Background: an optimization exercise with open tools, aiming at small area, a short achievable clock period and few clock cycles per item. Do not read the settings as production practice.
Function was checked by simulation only, so behaviour that the tests miss may differ from the original.
Power is estimated from default activity; no workload was simulated.

==> design/flow/design.v <==
`timescale 1ns / 1ps
module top_k_priority_queue #(
    parameter int K = 8,
    parameter int EMBEDDING_DIM = 2
) (
    input  logic                                    clk,
    input  logic                                    rst_n,
    input  logic                                    push,
    output logic                                    done,
    input  logic [31:0]                             similarity,
    input  logic [31:0]                             doc_index,
    input  logic [EMBEDDING_DIM-1:0][31:0]          vector,
    output logic [K-1:0][31:0]                      topk_similarities,
    output logic [K-1:0][31:0]                      topk_indices,
    output logic [K-1:0][EMBEDDING_DIM-1:0][31:0]   topk_vectors
);
    localparam int W = 64 + 32 * EMBEDDING_DIM;    
    logic [W-1:0] entry [K];
    logic [W-1:0] item;
    logic [K-1:0] above;        
    assign item  = {vector, doc_index, similarity};
    always_ff @(posedge clk or negedge rst_n) begin
        if (!rst_n) done <= 1'b0;
        else if (push) done <= 1'b1;
    end
    for (genvar i = 0; i < K; i++) begin : g_entry
        logic [W-1:0] nxt;
        topk_gt32 u_cmp (.a(similarity), .b(entry[i][31:0]), .gt(above[i]));
        for (genvar h = 0; h < 8; h++) begin : g_part
            localparam int L = h * (W / 8);
            logic sel_prev, sel_new, sel_hold;
            if (i == 0) begin : g_first
                topk_selgen u_gen (.push(push), .above(above[i]), .above_prev(1'b0),
                                   .sel_prev(sel_prev), .sel_new(sel_new), .sel_hold(sel_hold));
                topk_sel2 #(.W(W/8)) u_sel (
                    .sel_a(sel_new),  .a(item[L +: W/8]),
                    .sel_b(sel_hold), .b(entry[i][L +: W/8]),
                    .y(nxt[L +: W/8])
                );
            end else begin : g_rest
                topk_selgen u_gen (.push(push), .above(above[i]), .above_prev(above[i-1]),
                                   .sel_prev(sel_prev), .sel_new(sel_new), .sel_hold(sel_hold));
                topk_sel3 #(.W(W/8)) u_sel (
                    .sel_a(sel_prev), .a(entry[i-1][L +: W/8]),
                    .sel_b(sel_new),  .b(item[L +: W/8]),
                    .sel_c(sel_hold), .c(entry[i][L +: W/8]),
                    .y(nxt[L +: W/8])
                );
            end
        end
        always_ff @(posedge clk or negedge rst_n) begin
            if (!rst_n) entry[i] <= '0;
            else        entry[i] <= nxt;
        end
        assign topk_similarities[i] = entry[i][31:0];
        assign topk_indices[i]      = entry[i][63:32];
        assign topk_vectors[i]      = entry[i][W-1:64];
    end
endmodule
module topk_selgen (
    input  logic push,
    input  logic above,
    input  logic above_prev,
    output logic sel_prev,
    output logic sel_new,
    output logic sel_hold
);
    assign sel_prev = push && above_prev;
    assign sel_new  = push && above && !above_prev;
    assign sel_hold = !(push && above);
endmodule
module topk_sel3 #(
    parameter int W = 128
) (
    input  logic         sel_a,
    input  logic [W-1:0] a,
    input  logic         sel_b,
    input  logic [W-1:0] b,
    input  logic         sel_c,
    input  logic [W-1:0] c,
    output logic [W-1:0] y
);
    logic [W-1:0] ab_n, c_n;
    topk_aoi22 #(.W(W)) u_ab (.s0(sel_a), .d0(a), .s1(sel_b), .d1(b), .y_n(ab_n));
    topk_nand2 #(.W(W)) u_c  (.a({W{sel_c}}), .b(c), .y_n(c_n));
    topk_nand2 #(.W(W)) u_y  (.a(ab_n), .b(c_n), .y_n(y));
endmodule
module topk_aoi22 #(
    parameter int W = 128
) (
    input  logic         s0,
    input  logic [W-1:0] d0,
    input  logic         s1,
    input  logic [W-1:0] d1,
    output logic [W-1:0] y_n
);
    assign y_n = ~(({W{s0}} & d0) | ({W{s1}} & d1));
endmodule
module topk_nand2 #(
    parameter int W = 128
) (
    input  logic [W-1:0] a,
    input  logic [W-1:0] b,
    output logic [W-1:0] y_n
);
    assign y_n = ~(a & b);
endmodule
module topk_sel2 #(
    parameter int W = 128
) (
    input  logic         sel_a,
    input  logic [W-1:0] a,
    input  logic         sel_b,
    input  logic [W-1:0] b,
    output logic [W-1:0] y
);
    assign y = ({W{sel_a}} & a) | ({W{sel_b}} & b);
endmodule
module topk_gt32 (
    input  logic [31:0] a,
    input  logic [31:0] b,
    output logic        gt
);
    logic [31:0] b_n;
    logic [31:0] g0_n, e0_n;
    logic [15:0] g1, e1;
    logic [7:0]  g2_n, e2_n;
    logic [3:0]  g3, e3;
    logic [1:0]  g4_n, e4_n;
    assign b_n = ~b;
    topk_cmp_leaf_g u_l0_lsb (.a(a[0]), .b_n(b_n[0]), .g_n(g0_n[0]));
    assign e0_n[0] = 1'b0;
    for (genvar j = 1; j < 32; j++) begin : g_l0
        topk_cmp_leaf u (.a(a[j]), .b_n(b_n[j]), .g_n(g0_n[j]), .e_n(e0_n[j]));
    end
    topk_cmp_oai_g u_l1_lsb (.g_hi_n(g0_n[1]), .e_hi_n(e0_n[1]), .g_lo_n(g0_n[0]), .g(g1[0]));
    assign e1[0] = 1'b0;
    for (genvar j = 1; j < 16; j++) begin : g_l1
        topk_cmp_oai u (.g_hi_n(g0_n[2*j+1]), .e_hi_n(e0_n[2*j+1]),
                        .g_lo_n(g0_n[2*j]), .e_lo_n(e0_n[2*j]), .g(g1[j]), .e(e1[j]));
    end
    topk_cmp_aoi_g u_l2_lsb (.g_hi(g1[1]), .e_hi(e1[1]), .g_lo(g1[0]), .g_n(g2_n[0]));
    assign e2_n[0] = 1'b0;
    for (genvar j = 1; j < 8; j++) begin : g_l2
        topk_cmp_aoi u (.g_hi(g1[2*j+1]), .e_hi(e1[2*j+1]), .g_lo(g1[2*j]), .e_lo(e1[2*j]),
                        .g_n(g2_n[j]), .e_n(e2_n[j]));
    end
    topk_cmp_oai_g u_l3_lsb (.g_hi_n(g2_n[1]), .e_hi_n(e2_n[1]), .g_lo_n(g2_n[0]), .g(g3[0]));
    assign e3[0] = 1'b0;
    for (genvar j = 1; j < 4; j++) begin : g_l3
        topk_cmp_oai u (.g_hi_n(g2_n[2*j+1]), .e_hi_n(e2_n[2*j+1]),
                        .g_lo_n(g2_n[2*j]), .e_lo_n(e2_n[2*j]), .g(g3[j]), .e(e3[j]));
    end
    topk_cmp_aoi_g u_l4_lsb (.g_hi(g3[1]), .e_hi(e3[1]), .g_lo(g3[0]), .g_n(g4_n[0]));
    assign e4_n[0] = 1'b0;
    topk_cmp_aoi u_l4_msb (.g_hi(g3[3]), .e_hi(e3[3]), .g_lo(g3[2]), .e_lo(e3[2]),
                           .g_n(g4_n[1]), .e_n(e4_n[1]));
    assign gt = !(g4_n[1] && (e4_n[1] || g4_n[0]));
endmodule
module topk_cmp_leaf (
    input  logic a,
    input  logic b_n,
    output logic g_n,
    output logic e_n
);
    assign g_n = !(a && b_n);
    assign e_n = !(a || b_n);
endmodule
module topk_cmp_leaf_g (
    input  logic a,
    input  logic b_n,
    output logic g_n
);
    assign g_n = !(a && b_n);
endmodule
module topk_cmp_aoi_g (
    input  logic g_hi,
    input  logic e_hi,
    input  logic g_lo,
    output logic g_n
);
    assign g_n = !(g_hi || (e_hi && g_lo));
endmodule
module topk_cmp_oai_g (
    input  logic g_hi_n,
    input  logic e_hi_n,
    input  logic g_lo_n,
    output logic g
);
    assign g = !(g_hi_n && (e_hi_n || g_lo_n));
endmodule
module topk_cmp_aoi (
    input  logic g_hi,
    input  logic e_hi,
    input  logic g_lo,
    input  logic e_lo,
    output logic g_n,
    output logic e_n
);
    assign g_n = !(g_hi || (e_hi && g_lo));
    assign e_n = !(g_hi || (e_hi && e_lo));
endmodule
module topk_cmp_oai (
    input  logic g_hi_n,
    input  logic e_hi_n,
    input  logic g_lo_n,
    input  logic e_lo_n,
    output logic g,
    output logic e
);
    assign g = !(g_hi_n && (e_hi_n || g_lo_n));
    assign e = !(g_hi_n && (e_hi_n || e_lo_n));
endmodule
==> design/flow/flow/run.sh <==
#!/bin/bash
export BUFFER_PORTS_ARGS="-buffer_cell sky130_fd_sc_hd__buf_1"
bash standard.sh > standard.log 2>&1
==> design/flow/standard.sh <==
#!/bin/bash
# synth_recipe.tcl (not shown) runs the flow's synth.tcl, then flattens the netlist and writes it again
# the make line also repeats each setting of config.mk as NAME=value (left out here)
make -C /OpenROAD-flow-scripts/flow DESIGN_CONFIG=/design/flow/config.mk WORK_HOME=/design/flow/orfs CLKGATE_MAP_FILE= SYNTH_SCRIPT=/design/flow/synth_recipe.tcl "${@:-finish}"
==> design/flow/config.mk <==
export PLATFORM = sky130hd
export DESIGN_NAME = top_k_priority_queue
export DESIGN_NICKNAME = top_k_priority_queue
export VERILOG_FILES = /design/flow/design.v
export SDC_FILE = /design/flow/constraint.sdc
export NUM_CORES = 4
export LEC_CHECK = 0
export CAP_MARGIN = 40
export CORE_AREA = 5 5 355 355
export CTS_CLUSTER_DIAMETER = 70
export CTS_CLUSTER_SIZE = 40
export DIE_AREA = 0 0 360 360
export PLACE_DENSITY = 0.55
export SETUP_SLACK_MARGIN = 3.9
export SLEW_MARGIN = 50
export SYNTH_HIERARCHICAL = 1
==> design/flow/constraint.sdc <==
create_clock -name core_clock -period 7.0 [get_ports {clk}]
set_input_delay 1.4000 -clock core_clock [delete_from_list [all_inputs] [get_ports {clk}]]
set_output_delay 1.4000 -clock core_clock [all_outputs]
set_load 0.01 [all_outputs]
==> results by group, run 1 <==
Routing
  • Vias per inst: 5.61
  • Final wirelength: 219000 um
  • Total vias in the final route: 47100
  • DR DRC count: 0
  • Post-DR wirelength/cell: 26.1 um
  • DR pass1 iterations: 5
  • Antenna-violating nets left: 0
  • DRT iter0 DRCs: 4504

Final layout
  • Area of the multi-input gates: 24600 um2
  • Fin cells: 8388
  • Most frequent cells in the layout: nand2_1, buf_1, dfrtp_1
  • Share of cells above drive strength 1: 0.215
  • Fillers: 11600
  • Most common cell after layout, fill and taps aside: nand2_1
  • Cell area after layout: 63300 um2
  • Nets@finish: 6820
  • Area delta synth->final: 19.5%
  • Sequential Area: 25600 um2

GRT
  • Gr ovfl total: 0
  • Initial antenna violation count: 14
  • Grt met3 use: 0.0789
  • Number of global-route vias before repair: 44000
  • GRT Util Overall: 0.316
  • Busiest layer in global routing: met2
  • Largest net degree at the start of global routing: 126
  • Met2 global-route usage: 0.502
  • GR Util met1: 0.409
  • First-pass GRT wire length: 312000 um

Power and ir drop
  • Sequential power share: 0.464
  • Max VDD drop: 193 uV
  • Pleak: 29.2 nW
  • Logic pwr share: 0.207
  • Total power: 0.0161 W
  • Switching fraction of total power: 0.367
  • PD cells: 255 nW/um2
  • Internal power: 0.0102 W
  • Clock power frac: 0.329
  • Net Sw Power: 0.00591 W

Die
  • CORE AREA: 122000 um2
  • Ports: 1156
  • Width of the die: 360 um
  • Initial cell density of the core: 0.435
  • Die area: 130000 um2
  • # rows: 128
  • Die H: 360 um

Place
  • Final HPWL DP: 166000 um
  • Placed cells: 8105
  • Final GP Congestion: 0.936
  • Port-buffer cells: 1155
  • Dpl cell area: 57400 um2

Synthesis
  • Synth warnings: 9
  • Mapped Cells: 5499
  • Area of the mapped netlist: 52900 um2
  • Syn avg cell area: 9.63 um2

Timing
  • Unrepaired setup endpoints after global routing: true
  • Tmin final: 3.14 ns
  • Hold Violations, Final: 0
  • Max-slew headroom: 0.400
  • Sum Neg Setup Slack: 0 ns
  • Fin. max-slew vios: 0
  • Hold WS: 0.468 ns
  • Final worst path period share: 0.449
  • Skew final: 0.0512 ns
  • Least-Margin Pin Slew: 0.899 ns
  • Achievable Freq: 0.318 GHz
  • Setup violations, final: 0

Critical path
  • Setup Crit Path Kind: input port to flip-flop
  • CP startpoint kind: input port
  • WP data required: 7.55 ns
  • Critical path peak fanout: 12
  • Slack of the worst reg-to-reg path: 4.26 ns
  • Critical path endpoint category: flip-flop
  • Crit path arrival time: 3.69 ns

CTS
  • Num Clock Sinks: 1025
  • Clock Latency Late Sink: 0.71 ns
  • Clock root buffer: clkbuf_16
  • H-tree depth: 3
  • Clk buf depth: 3
  • TritonCTS Buffers: 80
  • Hold buffers post-CTS: 0
  • CTS tree: done
  • Clock transition at the registers of the reported paths: 0.09 ns

Flow run
  • Max Cap Viol: 0

Min path
  • Worst min path class: flip-flop to flip-flop

Outcome
  • Status: finished clean
[state kept, by name, indices dropped and copies added, names as in the netlist]
register / cells
entry: 1024
done: 1
[worst paths after layout]
path,start,to,cells past startpoint
worst min-delay path,done,done,1
worst max register to register,entry[7][15],entry[7][114],12
worst max-delay path,similarity[19],entry[1][50],15
max in group asynchronous,rst_n,entry[3][98],4
worst min register to register,done,done,1
min in group asynchronous,rst_n,entry[5][24],1
[cell type report]
| cell class | instances | area share |
|---|---|---|
| flip-flops and latches | 1025 | 0.405 |
| multi-input cells | 3984 | 0.389 |
| repair buffers | 1342 | 0.111 |
| clock buffers | 86 | 0.0333 |
| well taps | 1625 | 0.0321 |
| inverters | 256 | 0.0152 |
| clock inverters | 61 | 0.0143 |
| diodes | 9 | 0.000356 |
[power by group through the flow]
stage          Sequential, W  Clock (W)  Combinational, W
3_3_place_gp         0.00756          0           0.00317
3_5_place_dp         0.00757          0           0.00322
5_1_grt              0.00755    0.00562           0.00362
2_1_floorplan        0.00763          0           0.00140
6_report             0.00748    0.00530           0.00334
4_1_cts              0.00746    0.00541           0.00326
[worst max-delay path: stages]
cell and delay (ns):
clkbuf_4 0.18, buf_6 0.17, nor2_1 0.20, o21ai_1 0.14, a21oi_2 0.16, o21ai_1 0.11
a21oi_2 0.20, o21ai_4 0.09, buf_12 0.14, buf_12 0.15, buf_8 0.15, and3b_4 0.21
buf_4 0.15, a22oi_2 0.15, nand2_1 0.08
[routing by layer]
metal | vias up | routed length (um)
met3 | 391 | 16900
met4 | 0 | 12200
met1 | 23600 | 89000
met5 | - | 0
met2 | 1823 | 101000
li1 | 21300 | -
[repair_timing]
item,in CTS,in global routing
buffers inserted,20,84
cloned,1,19
pin swaps,7,15
gates resized for setup,171,247
endpoints found under the setup margin,1027,976
[metrics by stage]
| step | utilization | worst slack (ns) |
|---|---|---|
| global route | 0.520 | 3.80 |
| detailed placement | 0.472 | 2.32 |
| global placement | 0.468 | 1.52 |
| floorplan | - | 3.89 |
| CTS | 0.503 | 3.83 |
| finish | 0.520 | 3.86 |
Testbench counts, summed over its fixed seeds: cycles 24,008, items 24,000.
==> inputs of run 2 (changes only) <==
--- a/design/flow/design.v
+++ b/design/flow/design.v
@@ -28,4 +28,4 @@
         topk_gt32 u_cmp (.a(similarity), .b(entry[i][31:0]), .gt(above[i]));
-        for (genvar h = 0; h < 8; h++) begin : g_part
-            localparam int L = h * (W / 8);
+        for (genvar h = 0; h < 16; h++) begin : g_part
+            localparam int L = h * (W / 16);
             logic sel_prev, sel_new, sel_hold;
@@ -34,6 +34,6 @@
                                    .sel_prev(sel_prev), .sel_new(sel_new), .sel_hold(sel_hold));
-                topk_sel2 #(.W(W/8)) u_sel (
-                    .sel_a(sel_new),  .a(item[L +: W/8]),
-                    .sel_b(sel_hold), .b(entry[i][L +: W/8]),
-                    .y(nxt[L +: W/8])
+                topk_sel2 #(.W(W/16)) u_sel (
+                    .sel_a(sel_new),  .a(item[L +: W/16]),
+                    .sel_b(sel_hold), .b(entry[i][L +: W/16]),
+                    .y(nxt[L +: W/16])
                 );
@@ -42,7 +42,7 @@
                                    .sel_prev(sel_prev), .sel_new(sel_new), .sel_hold(sel_hold));
-                topk_sel3 #(.W(W/8)) u_sel (
-                    .sel_a(sel_prev), .a(entry[i-1][L +: W/8]),
-                    .sel_b(sel_new),  .b(item[L +: W/8]),
-                    .sel_c(sel_hold), .c(entry[i][L +: W/8]),
-                    .y(nxt[L +: W/8])
+                topk_sel3 #(.W(W/16)) u_sel (
+                    .sel_a(sel_prev), .a(entry[i-1][L +: W/16]),
+                    .sel_b(sel_new),  .b(item[L +: W/16]),
+                    .sel_c(sel_hold), .c(entry[i][L +: W/16]),
+                    .y(nxt[L +: W/16])
                 );
==> run 2 against run 1 <==
  * Sequential share of layout area shrank 1.6 points
  * Via count is 3.3% higher
  * Largest power group unchanged
  * Global-route usage is 2.3 points higher
==> results by group, run 2 <==
Die
  • Die H: 360 um (unchanged)
  • # rows: 128 (unchanged)
  • Initial cell density of the core: 0.460 (+0.0246)
  • Ports: 1156 (unchanged)
  • Width of the die: 360 um (unchanged)
  • Die area: 130000 um2 (unchanged)
  • CORE AREA: 122000 um2 (unchanged)

Final layout
  • Cell area after layout: 65900 um2 (+4.1%)
  • Number of flip-flops in the largest register: 1024 (unchanged)
  • Most common cell after layout, fill and taps aside: nand2_1
  • Biggest register: entry
  • Share of cells above drive strength 1: 0.246 (+0.0315)
  • Area delta synth->final: 17.8%
  • Fillers: 11300 (-3.3%)
  • Biggest regs: entry (1024), done (1)
  • Most frequent cells in the layout: nand2_1, buf_1, dfrtp_1
  • Core Util, Final: 0.541 (+0.0214)
  • Nets@finish: 6906 (+1.3%)

Critical path
  • CP cell instances: clkbuf_2 > buf_12 > nor2_1 > o21ai_1 > a21oi_2 > o21ai_4 > a21oi_2 > o21ai_4 > buf_12 > buf_12 > and3b_2 > a22oi_2 > nand2_1
  • CP top delay family: compound AO/OA/AOI/OAI gates
  • Slack of the worst reg-to-reg path: 4.36 ns (+0.10 ns)
  • Crit path arrival time: 3.66 ns (-0.03 ns)
  • Critical path endpoint category: flip-flop
  • Critical path peak fanout: 20 (+8)
  • Setup Crit Path Kind: input port to flip-flop
  • CP most frequent cell: buf_12
  • WP data required: 7.58 ns (+0.03 ns)
  • Worst path max stage delay: 0.32 ns (+0.11 ns)
  • CP startpoint kind: input port
  • Crit path max-delay cell type: and3b_2
  • Bufs and invs on worst path: 4 (-2)

GRT
  • Largest net degree at the start of global routing: 129 (+2.4%)
  • Gr ovfl total: 0 (unchanged)
  • Initial antenna violation count: 13 (-1)
  • GRT Util Overall: 0.339 (+0.0228)
  • First-pass GRT wire length: 333000 um (+6.5%)
  • Number of global-route vias before repair: 46800 (+6.3%)

CTS
  • Num Clock Sinks: 1025 (unchanged)
  • Clk buf depth: 3 (unchanged)
  • TritonCTS Buffers: 84 (+5.0%)
  • Clock root buffer: clkbuf_16
  • Hold buffers post-CTS: 0 (unchanged)
  • H-tree depth: 3 (unchanged)
  • Clock Latency Late Sink: 0.71 ns (about the same)
  • CTS tree: done
  • Clock transition at the registers of the reported paths: 0.08 ns (about the same)

Power and ir drop
  • PD cells: 250 nW/um2 (-2.0%)
  • Max VDD drop: 242 uV (+25%)
  • Pleak: 32.0 nW (+9.6%)
  • Total power: 0.0165 W (+2.1%)

Min path
  • Worst min path class: flip-flop to flip-flop

Synthesis
  • Synth warnings: 9 (unchanged)
  • Area of the mapped netlist: 55900 um2 (+5.7%)
  • Syn avg cell area: 9.84 um2 (+2.2%)
  • Mapped Cells: 5683 (+3.3%)

Routing
  • Antenna-violating nets left: 0 (unchanged)
  • DR pass1 iterations: 5 (unchanged)
  • Total vias in the final route: 48700 (+3.3%)
  • Vias per inst: 5.74 (+2.3%)
  • DRT iter0 DRCs: 4512 (+0.18%)
  • DR DRC count: 0 (unchanged)
  • Post-DR wirelength/cell: 27.1 um (+4.1%)
  • Final wirelength: 230000 um (+5.2%)

Timing
  • Achievable Freq: 0.325 GHz (+2.0%)
  • Sum Neg Setup Slack: 0 ns (unchanged)
  • Least-Margin Pin Slew: 0.756 ns (-0.143 ns)
  • Hold Violations, Final: 0 (unchanged)
  • Unrepaired setup endpoints after global routing: true
  • Tmin final: 3.08 ns (-0.0615 ns)
  • Setup violations, final: 0 (unchanged)
  • Fin. max-slew vios: 0 (unchanged)
  • Max-slew headroom: 0.496 (+0.0956)
  • Skew final: 0.0372 ns (-0.0140 ns)
  • Final worst path period share: 0.440 (-0.00879)
  • Hold WS: 0.475 ns (+0.00744 ns)

Place
  • Dpl cell area: 61300 um2 (+6.8%)
  • Final HPWL DP: 170000 um (+2.4%)
  • Port-buffer cells: 1155 (unchanged)
  • Final GP Congestion: 0.924 (-1.2%)

Flow run
  • Max Cap Viol: 0 (unchanged)

Outcome
  • Status: finished clean
run 2: layout make-up:
type / count / area (um2) / area share
Inverter: 256 / 961 / 0.0146
Antenna cell: 3 / 7.51 / 0.000114
Multi-Input combinational cell: 4161 / 27900 / 0.424
Tap cell: 1625 / 2030 / 0.0309
Clock buffer: 95 / 2220 / 0.0338
Timing Repair Buffer: 1247 / 6200 / 0.0942
Clock inverter: 60 / 855 / 0.0130
Sequential cell: 1025 / 25600 / 0.389
run 2: where the power goes:
part / internal, W / switching (W)
logic: 0.00117 / 0.00235
clock network: 0.00267 / 0.00269
registers: 0.00661 / 0.000967
total: 0.0105 / 0.00600
run 2: per-layer routing:
layer  share of wire  up-vias  wire length, um  track usage
li1                -    21700                -            -
met1            0.39    24400            90700        0.432
met2            0.46     2008           105000        0.535
met3           0.087      485            19900       0.0928
met4           0.062        0            14300        0.170
met5               0        -                0            0
run 2: worst min-delay path, stage by stage, from the launching register on:
cell and delay, ns:
dfrtp_1 0.34, nand2_1 0.05, nand2_1 0.05
run 2: metrics by stage:
| step | worst slack (ns) | std cells |
|---|---|---|
| detailed placement | 2.19 | 8286 |
| floorplan | 3.75 | 5698 |
| finish | 3.92 | 8472 |
| global route | 3.88 | 8472 |
| CTS | 3.89 | 8454 |
| global placement | 1.81 | 8276 |
run 2: worst paths after layout:
path	startpoint	end	depth (start not counted)
worst max-delay path	similarity[28]	entry[3][103]	13
worst min-delay path	entry[7][115]	entry[7][115]	2
worst max register to register	entry[5][15]	entry[5][73]	12
worst min register to register	entry[7][115]	entry[7][115]	2
max in group asynchronous	rst_n	entry[3][59]	4
min in group asynchronous	rst_n	entry[7][109]	1
run 2: what timing repair did:
action                                   CTS  global route
gates cloned                               4             4
pin swaps                                  6            12
gates resized for setup                  222           128
buffers inserted                           9             7
endpoints found under the setup margin  1026           942
Testbench counts of run 2, summed over its fixed seeds: cycles 24,008, items 24,000.
==> inputs of run 3 (changes only) <==
--- a/design/flow/design.v
+++ b/design/flow/design.v
@@ -27,22 +27,22 @@
         logic [W-1:0] nxt;
-        topk_gt32 u_cmp (.a(similarity), .b(entry[i][31:0]), .gt(above[i]));
-        for (genvar h = 0; h < 16; h++) begin : g_part
-            localparam int L = h * (W / 16);
+        topk_gt32 u_cmp (.en(push), .a(similarity), .b(entry[i][31:0]), .gt(above[i]));
+        for (genvar h = 0; h < 2; h++) begin : g_half
+            localparam int L = h * (W / 2);
             logic sel_prev, sel_new, sel_hold;
             if (i == 0) begin : g_first
-                topk_selgen u_gen (.push(push), .above(above[i]), .above_prev(1'b0),
+                topk_selgen u_gen (.above(above[i]), .above_prev(1'b0),
                                    .sel_prev(sel_prev), .sel_new(sel_new), .sel_hold(sel_hold));
-                topk_sel2 #(.W(W/16)) u_sel (
-                    .sel_a(sel_new),  .a(item[L +: W/16]),
-                    .sel_b(sel_hold), .b(entry[i][L +: W/16]),
-                    .y(nxt[L +: W/16])
+                topk_sel2 #(.W(W/2)) u_sel (
+                    .sel_a(sel_new),  .a(item[L +: W/2]),
+                    .sel_b(sel_hold), .b(entry[i][L +: W/2]),
+                    .y(nxt[L +: W/2])
                 );
             end else begin : g_rest
-                topk_selgen u_gen (.push(push), .above(above[i]), .above_prev(above[i-1]),
+                topk_selgen u_gen (.above(above[i]), .above_prev(above[i-1]),
                                    .sel_prev(sel_prev), .sel_new(sel_new), .sel_hold(sel_hold));
-                topk_sel3 #(.W(W/16)) u_sel (
-                    .sel_a(sel_prev), .a(entry[i-1][L +: W/16]),
-                    .sel_b(sel_new),  .b(item[L +: W/16]),
-                    .sel_c(sel_hold), .c(entry[i][L +: W/16]),
-                    .y(nxt[L +: W/16])
+                topk_sel3 #(.W(W/2)) u_sel (
+                    .sel_a(sel_prev), .a(entry[i-1][L +: W/2]),
+                    .sel_b(sel_new),  .b(item[L +: W/2]),
+                    .sel_c(sel_hold), .c(entry[i][L +: W/2]),
+                    .y(nxt[L +: W/2])
                 );
@@ -60,3 +60,2 @@
 module topk_selgen (
-    input  logic push,
     input  logic above,
@@ -67,5 +66,5 @@
 );
-    assign sel_prev = push && above_prev;
-    assign sel_new  = push && above && !above_prev;
-    assign sel_hold = !(push && above);
+    assign sel_prev = above_prev;
+    assign sel_new  = above && !above_prev;
+    assign sel_hold = !above;
 endmodule
@@ -119,2 +118,3 @@
 module topk_gt32 (
+    input  logic        en,
     input  logic [31:0] a,
@@ -130,10 +130,7 @@
     assign b_n = ~b;
-    topk_cmp_leaf_g u_l0_lsb (.a(a[0]), .b_n(b_n[0]), .g_n(g0_n[0]));
-    assign e0_n[0] = 1'b0;
-    for (genvar j = 1; j < 32; j++) begin : g_l0
+    for (genvar j = 0; j < 31; j++) begin : g_l0
         topk_cmp_leaf u (.a(a[j]), .b_n(b_n[j]), .g_n(g0_n[j]), .e_n(e0_n[j]));
     end
-    topk_cmp_oai_g u_l1_lsb (.g_hi_n(g0_n[1]), .e_hi_n(e0_n[1]), .g_lo_n(g0_n[0]), .g(g1[0]));
-    assign e1[0] = 1'b0;
-    for (genvar j = 1; j < 16; j++) begin : g_l1
+    topk_cmp_leaf_en u_l0_msb (.en(en), .a(a[31]), .b_n(b_n[31]), .g_n(g0_n[31]), .e_n(e0_n[31]));
+    for (genvar j = 0; j < 16; j++) begin : g_l1
         topk_cmp_oai u (.g_hi_n(g0_n[2*j+1]), .e_hi_n(e0_n[2*j+1]),
@@ -141,5 +138,3 @@
     end
-    topk_cmp_aoi_g u_l2_lsb (.g_hi(g1[1]), .e_hi(e1[1]), .g_lo(g1[0]), .g_n(g2_n[0]));
-    assign e2_n[0] = 1'b0;
-    for (genvar j = 1; j < 8; j++) begin : g_l2
+    for (genvar j = 0; j < 8; j++) begin : g_l2
         topk_cmp_aoi u (.g_hi(g1[2*j+1]), .e_hi(e1[2*j+1]), .g_lo(g1[2*j]), .e_lo(e1[2*j]),
@@ -147,5 +142,3 @@
     end
-    topk_cmp_oai_g u_l3_lsb (.g_hi_n(g2_n[1]), .e_hi_n(e2_n[1]), .g_lo_n(g2_n[0]), .g(g3[0]));
-    assign e3[0] = 1'b0;
-    for (genvar j = 1; j < 4; j++) begin : g_l3
+    for (genvar j = 0; j < 4; j++) begin : g_l3
         topk_cmp_oai u (.g_hi_n(g2_n[2*j+1]), .e_hi_n(e2_n[2*j+1]),
@@ -153,6 +146,6 @@
     end
-    topk_cmp_aoi_g u_l4_lsb (.g_hi(g3[1]), .e_hi(e3[1]), .g_lo(g3[0]), .g_n(g4_n[0]));
-    assign e4_n[0] = 1'b0;
-    topk_cmp_aoi u_l4_msb (.g_hi(g3[3]), .e_hi(e3[3]), .g_lo(g3[2]), .e_lo(e3[2]),
-                           .g_n(g4_n[1]), .e_n(e4_n[1]));
+    for (genvar j = 0; j < 2; j++) begin : g_l4
+        topk_cmp_aoi u (.g_hi(g3[2*j+1]), .e_hi(e3[2*j+1]), .g_lo(g3[2*j]), .e_lo(e3[2*j]),
+                        .g_n(g4_n[j]), .e_n(e4_n[j]));
+    end
     assign gt = !(g4_n[1] && (e4_n[1] || g4_n[0]));
@@ -168,24 +161,11 @@
 endmodule
-module topk_cmp_leaf_g (
+module topk_cmp_leaf_en (
+    input  logic en,
     input  logic a,
     input  logic b_n,
-    output logic g_n
+    output logic g_n,
+    output logic e_n
 );
-    assign g_n = !(a && b_n);
-endmodule
-module topk_cmp_aoi_g (
-    input  logic g_hi,
-    input  logic e_hi,
-    input  logic g_lo,
-    output logic g_n
-);
-    assign g_n = !(g_hi || (e_hi && g_lo));
-endmodule
-module topk_cmp_oai_g (
-    input  logic g_hi_n,
-    input  logic e_hi_n,
-    input  logic g_lo_n,
-    output logic g
-);
-    assign g = !(g_hi_n && (e_hi_n || g_lo_n));
+    assign g_n = !(en && a && b_n);
+    assign e_n = !(en && (a || b_n));
 endmodule
==> run 3 against run 2 <==
  * Count of clock-buffer cells in the layout decreased by 9
  * Worst hold slack worse by 0.0035 ns
  * Combinational power shrank 14%
==> results by group, run 3 <==
Critical path
  • Crit path arrival time: 3.76 ns (+0.10 ns)
  • CP startpoint kind: input port
  • WP data required: 7.63 ns (+0.05 ns)
  • Critical path endpoint category: flip-flop
  • Critical path peak fanout: 7 (-65%)
  • Setup Crit Path Kind: input port to flip-flop

Routing
  • DR DRC count: 0 (unchanged)
  • DR pass1 iterations: 6 (+1)
  • Post-DR wirelength/cell: 30.2 um (+11%)
  • Antenna-violating nets left: 0 (unchanged)
  • Final wirelength: 252000 um (+9.8%)
  • Total vias in the final route: 48500 (-0.22%)
  • Vias per inst: 5.81 (+1.2%)
  • DRT iter0 DRCs: 5816 (+29%)

Outcome
  • Status: finished clean

Final layout
  • Most common cell after layout, fill and taps aside: nand2_1
  • Number of flip-flops in the largest register: 1024 (unchanged)
  • Biggest register: entry
  • Area delta synth->final: 27.6%
  • Biggest regs: entry (1024), done (1)
  • Cell area after layout: 63000 um2 (-4.4%)
  • Fillers: 11700 (+3.5%)
  • Share of cells above drive strength 1: 0.154 (-0.0930)
  • Most frequent cells in the layout: nand2_1, buf_1, dfrtp_1
  • Nets@finish: 6780 (-1.8%)
  • Fin cells: 8355 (-1.4%)
  • Core Util, Final: 0.518 (-0.0236)

Synthesis
  • Area of the mapped netlist: 49400 um2 (-12%)
  • Synth warnings: 9 (unchanged)
  • Mapped Cells: 5329 (-6.2%)
  • Syn avg cell area: 9.27 um2 (-5.9%)

Power and ir drop
  • Net Sw Power: 0.00541 W (-9.9%)
  • PD cells: 245 nW/um2 (-2.1%)
  • Total power: 0.0154 W (-6.3%)
  • Logic pwr share: 0.197 (-0.017)
  • Switching fraction of total power: 0.351 (-0.0139)
  • Pleak: 28.8 nW (-10%)
  • Sequential power share: 0.462 (+0.002)
  • Internal power: 0.0100 W (-4.3%)
  • Max VDD drop: 192 uV (-21%)
  • Clock power frac: 0.341 (+0.015)

Timing
  • Final worst path period share: 0.447 (+0.00746)
  • Skew final: 0.0563 ns (+0.0191 ns)
  • Tmin final: 3.13 ns (+0.0522 ns)
  • Setup violations, final: 0 (unchanged)
  • Least-Margin Pin Slew: 0.747 ns (-0.00924 ns)
  • Achievable Freq: 0.319 GHz (-1.7%)
  • Max-slew headroom: 0.502 (+0.00616)
  • Hold Violations, Final: 0 (unchanged)
  • Sum Neg Setup Slack: 0 ns (unchanged)
  • Unrepaired setup endpoints after global routing: true
  • Fin. max-slew vios: 0 (unchanged)

GRT
  • Gr ovfl total: 0 (unchanged)
  • Initial antenna violation count: 27 (+14)
  • Largest net degree at the start of global routing: 101 (-22%)
  • Number of global-route vias before repair: 45600 (-2.6%)
  • GRT Util Overall: 0.360 (+0.0205)
  • First-pass GRT wire length: 346000 um (+4.2%)

CTS
  • Clock Latency Late Sink: 0.71 ns (about the same)
  • Clock root buffer: clkbuf_16
  • CTS tree: done
  • Num Clock Sinks: 1025 (unchanged)
  • Clk buf depth: 3 (unchanged)
  • TritonCTS Buffers: 79 (-6.0%)
  • Clock transition at the registers of the reported paths: 0.10 ns (+0.02 ns)
  • H-tree depth: 3 (unchanged)

Place
  • Placed cells: 8013 (-3.3%)
  • Final HPWL DP: 163000 um (-4.2%)
  • Final GP Congestion: 0.919 (-0.56%)
  • Port-buffer cells: 1155 (unchanged)
  • Dpl cell area: 55100 um2 (-10%)

Die
  • Ports: 1156 (unchanged)
  • # rows: 128 (unchanged)
  • Die area: 130000 um2 (unchanged)
  • CORE AREA: 122000 um2 (unchanged)
  • Die H: 360 um (unchanged)
  • Initial cell density of the core: 0.406 (-0.0539)
  • Width of the die: 360 um (unchanged)

Flow run
  • Max Cap Viol: 0 (unchanged)

Min path
  • Worst min path class: flip-flop to flip-flop
-- run 3: path summary, 6_finish.rpt --
check                      slack, ns  cells past startpoint     startpoint       endpoint
max                             3.87                     16  similarity[2]   entry[4][45]
min                             0.47                      2  entry[7][100]  entry[7][100]
max reg2reg                     4.20                     15    entry[3][5]   entry[4][45]
min reg2reg                     0.47                      2  entry[7][100]  entry[7][100]
max in group asynchronous       4.83                      4          rst_n   entry[4][62]
min in group asynchronous       0.67                      1          rst_n  entry[7][127]
-- run 3: layer usage --
| layer | part of all wire | GRT usage | up-vias |
|---|---|---|---|
| met2 | 0.47 | 0.582 | 2550 |
| li1 | - | - | 21000 |
| met5 | 0.00018 | 0 | - |
| met3 | 0.088 | 0.0960 | 668 |
| met4 | 0.078 | 0.206 | 6 |
| met1 | 0.37 | 0.436 | 24300 |
-- run 3: final cells by class --
| type | instances | area, um2 | area share |
|---|---|---|---|
| Antenna cell | 15 | 37.5 | 0.000596 |
| Clock buffer | 86 | 2040 | 0.0324 |
| Clock inverter | 61 | 922 | 0.0146 |
| Inverter | 272 | 1090 | 0.0172 |
| Multi-Input combinational cell | 3795 | 21300 | 0.339 |
| Sequential cell | 1025 | 25600 | 0.407 |
| Tap cell | 1625 | 2030 | 0.0323 |
| Timing Repair Buffer | 1473 | 9880 | 0.157 |
| Timing Repair inverter | 3 | 20.0 | 0.000318 |
-- run 3: what timing repair did --
action	in CTS	in global routing
endpoints found under the setup margin	1024	983
buffers inserted	82	24
gates cloned	39	34
pin swaps	29	92
resized for setup	274	268
hold buffers	0	0
-- run 3: per-stage QoR --
step	hold slack, ns	worst slack, ns
4_1_cts	0.474	3.86
3_5_place_dp	0.450	1.79
2_1_floorplan	0.504	3.67
3_3_place_gp	0.447	1.54
6_report	0.471	3.87
5_1_grt	0.489	3.81
-- run 3: power by group through the flow --
stage | logic, W | clock network (W) | registers, W
2_1_floorplan | 0.00118 | 0 | 0.00728
3_3_place_gp | 0.00271 | 0 | 0.00719
3_5_place_dp | 0.00276 | 0 | 0.00720
4_1_cts | 0.00289 | 0.00532 | 0.00709
5_1_grt | 0.00325 | 0.00554 | 0.00717
6_report | 0.00303 | 0.00526 | 0.00712
-- run 3: worst max-delay path, cell delays in order --
cell,delay [ns]
buf_6,0.13
buf_12,0.14
nor2_1,0.08
o21ai_1,0.09
a21oi_2,0.29
o21ai_4,0.12
a21oi_4,0.25
o21ai_4,0.09
buf_12,0.15
buf_16,0.13
buf_8,0.12
nor2b_4,0.14
buf_12,0.20
clkbuf_16,0.20
a22oi_1,0.07
nand2_1,0.09
Testbench counts of run 3, summed over its fixed seeds: cycles 24,008, items 24,000.

[port drivers added, routing unchanged]
Ports are ideal in the flow. The routed layouts listed here were re-timed in OpenROAD.
Step 1 sets driving cells, clkbuf_16 on the clock port and buf_2 on the other inputs (assumed; they add their load-dependent delay and slew).
Step 2 adds t to the input delays and takes it off the output delays; t is the mean of the earliest and latest rising clock arrival at the registers after step 1. Input paths then give back, and output paths get back, about the clock's delay inside the block.
Slacks: ideal ports / drivers / drivers and shift; pairs: ideal ports / drivers.
| run | t, ns | slack for setup (ns) | hold WS [ns] |
|---|---|---|---|
| run 1 | 0.756 | 3.860 / 3.871 / 3.115 | 0.468 / 0.468 / 0.468 |
| run 2 | 0.763 | 3.922 / 3.816 / 3.053 | 0.475 / 0.475 / 0.475 |
| run 3 | 0.752 | 3.869 / 3.871 / 3.119 | 0.471 / 0.471 / 0.471 |
After both steps setup and hold are still met in every run listed. For run 2, which loses most, drivers alone change the setup slack by -0.106 ns; drivers and shift together by -0.869 ns.
